This design comes from an exercise in tuning for small area, a short achievable clock period and few clock cycles on the open sky130 flow, not from production work.
At most, simulation tests tie the RTL to the original design; equivalence was not proved.
The clock input has no modelled driver; a real chip could not lean on it and would need a root buffer or a full tree.
Power figures rest on the tool's default switching activity, not on a simulated workload.

==> job 9569: inputs <==
==> flow/design.v <==
module SME(
  input clk,
  input reset,
  input [7:0] chardata,
  input isstring,
  input ispattern,
  output valid,
  output match,
  output [4:0] match_index
  );
  reg [7:0]   b_r;       
  reg         s_r, p_r;  
  reg         s_prev, p_prev;
  reg [255:0] ring;      
  reg [4:0]   z;         
  reg [4:0]   hi;        
  reg [4:0]   lo;        
  reg [31:0]  m;
  reg         valid_r, match_r;
  reg [4:0]   idx_r;
  wire s_first = s_r & ~s_prev;
  wire [4:0] z_n = s_first ? 5'd0 : z + 5'd1;
  wire wrap = (lo > hi);
  wire [31:0] m_n;
  wire [31:0] cand_a, cand_b;
  genvar q;
  generate
    for (q = 0; q < 32; q = q + 1) begin : g_slot
      wire eq = (ring[8*q +: 8] == b_r);
      assign m_n[q] = eq & (~p_prev | m[q]);
      wire le_hi = (q <= hi);
      wire ge_lo = (q >= lo);
      assign cand_a[q] = m_n[q] & le_hi & (ge_lo | wrap);
      assign cand_b[q] = m_n[q] & ~le_hi & ge_lo & wrap;
    end
  endgenerate
  reg [4:0] top_a, top_b;
  integer i;
  always @(*) begin
    top_a = 5'd0;
    top_b = 5'd0;
    for (i = 0; i < 32; i = i + 1) begin
      if (cand_a[i]) top_a = i;
      if (cand_b[i]) top_b = i;
    end
  end
  wire any_a = |cand_a;
  wire any = any_a | (|cand_b);
  wire [4:0] top = any_a ? top_a : top_b;
  always @(posedge clk) begin
    b_r <= chardata;
    if (reset) begin
      s_r <= 1'b0;
      p_r <= 1'b0;
      s_prev <= 1'b0;
      p_prev <= 1'b0;
      valid_r <= 1'b0;
    end else begin
      s_r <= isstring;
      p_r <= ispattern;
      s_prev <= s_r;
      p_prev <= p_r;
      valid_r <= p_r & ~ispattern;
    end
    ring <= {ring[247:0], s_r ? b_r : ring[255:248]};
    z <= z_n;
    if (!p_r) hi <= z_n;
    if (s_first) lo <= 5'd0;
    else if (!s_r) lo <= lo + 5'd1;
    m <= m_n;
    match_r <= any;
    idx_r <= any ? hi - top : 5'd0;
  end
  assign valid = valid_r;
  assign match = match_r;
  assign match_index = idx_r;
endmodule
==> flow/run.sh <==
#!/bin/bash
# synth_recipe.tcl (not shown) runs the flow's synth.tcl, then flattens the netlist and writes it again
# the make line also repeats each setting of config.mk as NAME=value (left out here)
make -C /OpenROAD-flow-scripts/flow DESIGN_CONFIG=/design/flow/config.mk WORK_HOME=/design/flow/orfs CLKGATE_MAP_FILE= SYNTH_SCRIPT=/design/flow/synth_recipe.tcl finish
==> flow/config.mk <==
export PLATFORM = sky130hd
export DESIGN_NAME = SME
export DESIGN_NICKNAME = SME
export VERILOG_FILES = /design/flow/design.v
export SDC_FILE = /design/flow/constraint.sdc
export NUM_CORES = 4
export LEC_CHECK = 0
export CAP_MARGIN = 20
export CORE_MARGIN = 2
export CORE_UTILIZATION = 40
export SETUP_SLACK_MARGIN = 5
export SLEW_MARGIN = 20
==> flow/constraint.sdc <==
create_clock -name core_clock -period 8.0 [get_ports {clk}]
set_input_delay 1.6000 -clock core_clock [delete_from_list [all_inputs] [get_ports {clk}]]
set_output_delay 1.6000 -clock core_clock [all_outputs]
set_load 0.01 [all_outputs]
==> inputs of job 3797, as changes to job 9569 <==
==> flow/design.v (replaced) <==
module SME(
  input clk,
  input reset,
  input [7:0] chardata,
  input isstring,
  input ispattern,
  output valid,
  output match,
  output [4:0] match_index
  );
  reg         s_prev, p_prev;  
  reg [255:0] str;             
  reg [4:0]   lm1;             
  reg [4:0]   base1;           
  reg [31:0]  m;
  reg         valid_r, match_r;
  reg [4:0]   idx_r;
  wire [31:0] m_n;
  genvar q;
  generate
    for (q = 0; q < 32; q = q + 1) begin : g_slot
      wire in_str = (q <= lm1);
      wire go = (q == 31) ? (~p_prev & in_str) : (p_prev ? m[(q+1)%32] : in_str);
      match9 cmp(.s(str[8*q +: 8]), .c(chardata), .en(go), .y(m_n[q]));
    end
  endgenerate
  reg [4:0] top;
  integer i;
  always @(*) begin
    top = 5'd0;
    for (i = 0; i < 32; i = i + 1)
      if (m[i]) top = i;
  end
  wire any = |m;
  wire [4:0] nt = ~top;
  wire [4:0] g = base1 & nt;
  wire [4:0] p = base1 ^ nt;
  wire [4:0] c;
  assign c[0] = 1'b0;
  assign c[1] = g[0];
  assign c[2] = g[1] | (p[1] & g[0]);
  assign c[3] = g[2] | (p[2] & g[1]) | (p[2] & p[1] & g[0]);
  assign c[4] = g[3] | (p[3] & g[2]) | (p[3] & p[2] & g[1]) | (p[3] & p[2] & p[1] & g[0]);
  wire [4:0] idx_n = p ^ c;
  always @(posedge clk) begin
    if (reset) begin
      s_prev <= 1'b0;
      p_prev <= 1'b0;
      valid_r <= 1'b0;
    end else begin
      s_prev <= isstring;
      p_prev <= ispattern;
      valid_r <= p_prev & ~ispattern;
    end
    if (isstring) begin
      str <= {str[247:0], chardata};
      lm1 <= s_prev ? lm1 + 5'd1 : 5'd0;
    end
    if (ispattern)
      base1 <= p_prev ? base1 - 5'd1 : lm1 + 5'd1;
    m <= m_n;
    match_r <= any;
    idx_r <= any ? idx_n : 5'd0;
  end
  assign valid = valid_r;
  assign match = match_r;
  assign match_index = idx_r;
endmodule
module match9(input [7:0] s, input [7:0] c, input en, output y);
  assign y = (s == c) & en;
endmodule
==> flow/flow/run.sh (new file) <==
#!/bin/bash
set -euo pipefail
export PRE_CTS_TCL="$PWD/flow/cts_pre.tcl"
bash standard.sh SETUP_SLACK_MARGIN=5.55 finish > standard_flow.log 2>&1
==> flow/flow/cts_pre.tcl (new file) <==
# Sourced by ORFS's cts.tcl before clock_tree_synthesis (PRE_CTS_TCL): build
# the two-level clock tree here and turn that call into setting the clock
# propagated, which is all it would add once the tree exists.
source [file join [file dirname [info script]] two_level_cts.tcl]
two_level_clock_tree sky130_fd_sc_hd__clkbuf_8 sky130_fd_sc_hd__clkbuf_16 4 5
rename clock_tree_synthesis orfs_clock_tree_synthesis
proc clock_tree_synthesis { args } {
  puts "clock_tree_synthesis replaced by the two-level tree from cts_pre.tcl"
  set_propagated_clock [all_clocks]
}
==> flow/flow/two_level_cts.tcl (new file) <==
# A two-level clock tree in place of clock_tree_synthesis: one root buffer
# drives a leaf buffer per group of nearby flip-flops. Every flip-flop sees
# the same two buffers, so the tree stays balanced; it only has one buffer
# level fewer than the tree CTS builds for this small design.
proc two_level_clock_tree { leaf_master root_master ncols nrows } {
  set db [ord::get_db]
  set block [ord::get_db_block]
  set clk [$block findNet clk]
  set sinks {}
  foreach it [$clk getITerms] {
    set inst [$it getInst]
    set box [$inst getBBox]
    set x [expr {([$box xMin] + [$box xMax]) / 2}]
    set y [expr {([$box yMin] + [$box yMax]) / 2}]
    lappend sinks [list $x $y $it]
  }
  set n [llength $sinks]
  puts "two_level_clock_tree: $n sinks, $ncols x $nrows groups"
  # split into columns by x, then each column into rows by y
  set sinks [lsort -integer -index 0 $sinks]
  set groups {}
  for {set c 0} {$c < $ncols} {incr c} {
    set a [expr {$c * $n / $ncols}]
    set b [expr {($c + 1) * $n / $ncols - 1}]
    set col [lsort -integer -index 1 [lrange $sinks $a $b]]
    set m [llength $col]
    for {set r 0} {$r < $nrows} {incr r} {
      set a2 [expr {$r * $m / $nrows}]
      set b2 [expr {($r + 1) * $m / $nrows - 1}]
      lappend groups [lrange $col $a2 $b2]
    }
  }
  set lm [$db findMaster $leaf_master]
  set rm [$db findMaster $root_master]
  $clk setSigType CLOCK
  set i 0
  foreach g $groups {
    set c [expr {$i / $nrows}]
    if {$i % $nrows == 0} {
      set root($c) [odb::dbInst_create $block $rm clkbuf_root_$c]
      set rnet [odb::dbNet_create $block clknet_root_$c]
      $rnet setSigType CLOCK
      [$root($c) findITerm X] connect $rnet
      [$root($c) findITerm A] connect $clk
      set sx 0; set sy 0
    }
    set gx 0; set gy 0
    foreach s $g { incr gx [lindex $s 0]; incr gy [lindex $s 1] }
    set gx [expr {$gx / [llength $g]}]
    set gy [expr {$gy / [llength $g]}]
    incr sx $gx; incr sy $gy
    set leaf [odb::dbInst_create $block $lm clkbuf_leaf_$i]
    set lnet [odb::dbNet_create $block clknet_leaf_$i]
    $lnet setSigType CLOCK
    foreach s $g {
      set it [lindex $s 2]
      $it disconnect
      $it connect $lnet
    }
    [$leaf findITerm X] connect $lnet
    [$leaf findITerm A] connect $rnet
    $leaf setLocation $gx $gy
    $leaf setPlacementStatus PLACED
    incr i
    if {$i % $nrows == 0} {
      $root($c) setLocation [expr {$sx / $nrows}] [expr {$sy / $nrows}]
      $root($c) setPlacementStatus PLACED
    }
  }
  puts "two_level_clock_tree: [llength $groups] leaf buffers"
}
==> flow/standard.sh (new file) <==
#!/bin/bash
# synth_recipe.tcl (not shown) runs the flow's synth.tcl, then flattens the netlist and writes it again
# the make line also repeats each setting of config.mk as NAME=value (left out here)
make -C /OpenROAD-flow-scripts/flow DESIGN_CONFIG=/design/flow/config.mk WORK_HOME=/design/flow/orfs CLKGATE_MAP_FILE= SYNTH_SCRIPT=/design/flow/synth_recipe.tcl "${@:-finish}"
- SETUP_SLACK_MARGIN: 5 -> default
- SYNTH_HIERARCHICAL: default -> 1
- SYNTH_MINIMUM_KEEP_SIZE: default -> 0
removed: flow/run.sh
==> run notes <==
- Of job 9569 and job 3797, job 9569 has the higher core utilization (gap 4.7 points).
- In job 3797 the routed wire length is smaller than in job 9569, by about 37%.
- Against job 9569, the critical path depth of job 3797 is lower by 14.
- Of job 3797 and job 9569, job 3797 has the higher sequential power (gap about 4%, measured against job 9569).
- Between job 3797 and job 9569, the lower clock skew is in job 3797 (gap 5.8 ps).
- Register-to-register slack: job 3797 is higher than job 9569 (2100 ps).
- Against job 9569, the sequential share of layout area of job 3797 is higher by 20 points.
==> figures <==
item	job 9569	job 3797
Post-synthesis sequential element count	322	307
Final Total Pwr	4890 uW	2940 uW
Static leakage	0.00623 uW	0.00447 uW
Maximum clock frequency	225 MHz	425 MHz
Sequential Power	1810 uW	1890 uW
Final WS setup	3560 ps	5650 ps
Post-synth net total	1284	947
Run status	no timing/DRC/antenna violations	no timing/DRC/antenna violations
HPWL after detailed placement	26.1 mm	15.2 mm
Global-route track usage on met2	0.360	0.249
Maximum number of pins on one net before global-route repair	33	78
Flop-to-flop setup slack	3560 ps	5650 ps
Compound-gate portion of the synthesized area	0.120	0.0352
Post-synth cell types	86	49
Power share of the sequential group	0.369	0.645
Power share of the clock group	0.308	0.261
Testbench counts of job 3797, summed over its fixed seeds: cycles 4,687.
No functional check of the RTL was part of job 9569. The clock cells of job 3797 come from the design's own scripts or RTL, not from TritonCTS.

==> afterwards: timing with drivers on the ports <==
No port has a modelled driver above. Below, the same layouts with a new extraction and two added sets of constraints.
Step 1 (the two cells are an assumption about what drives the block):
set clk [get_ports {clk}]
set_driving_cell -lib_cell sky130_fd_sc_hd__clkbuf_16 $clk
set_driving_cell -lib_cell sky130_fd_sc_hd__buf_2 [delete_from_list [all_inputs] $clk]
Step 2 adds t to the input delays and takes it off the output delays; t is the mean of the earliest and latest rising clock arrival at the registers after step 1. Input paths then give back, and output paths get back, about the clock's delay inside the block.
Slacks: no drivers / after step 1 / after step 2; pairs: no drivers / after step 1.
run	t (ns)	setup slack, ns	worst setup path at the end
job 9569	0.603	3.556 / 3.556 / 3.556	register to register
job 3797	0.388	5.648 / 5.571 / 5.220	input to register
After both steps every run listed still meets setup and hold. For job 3797, which loses most, drivers alone change the setup slack by -0.077 ns; drivers and shift together by -0.428 ns.
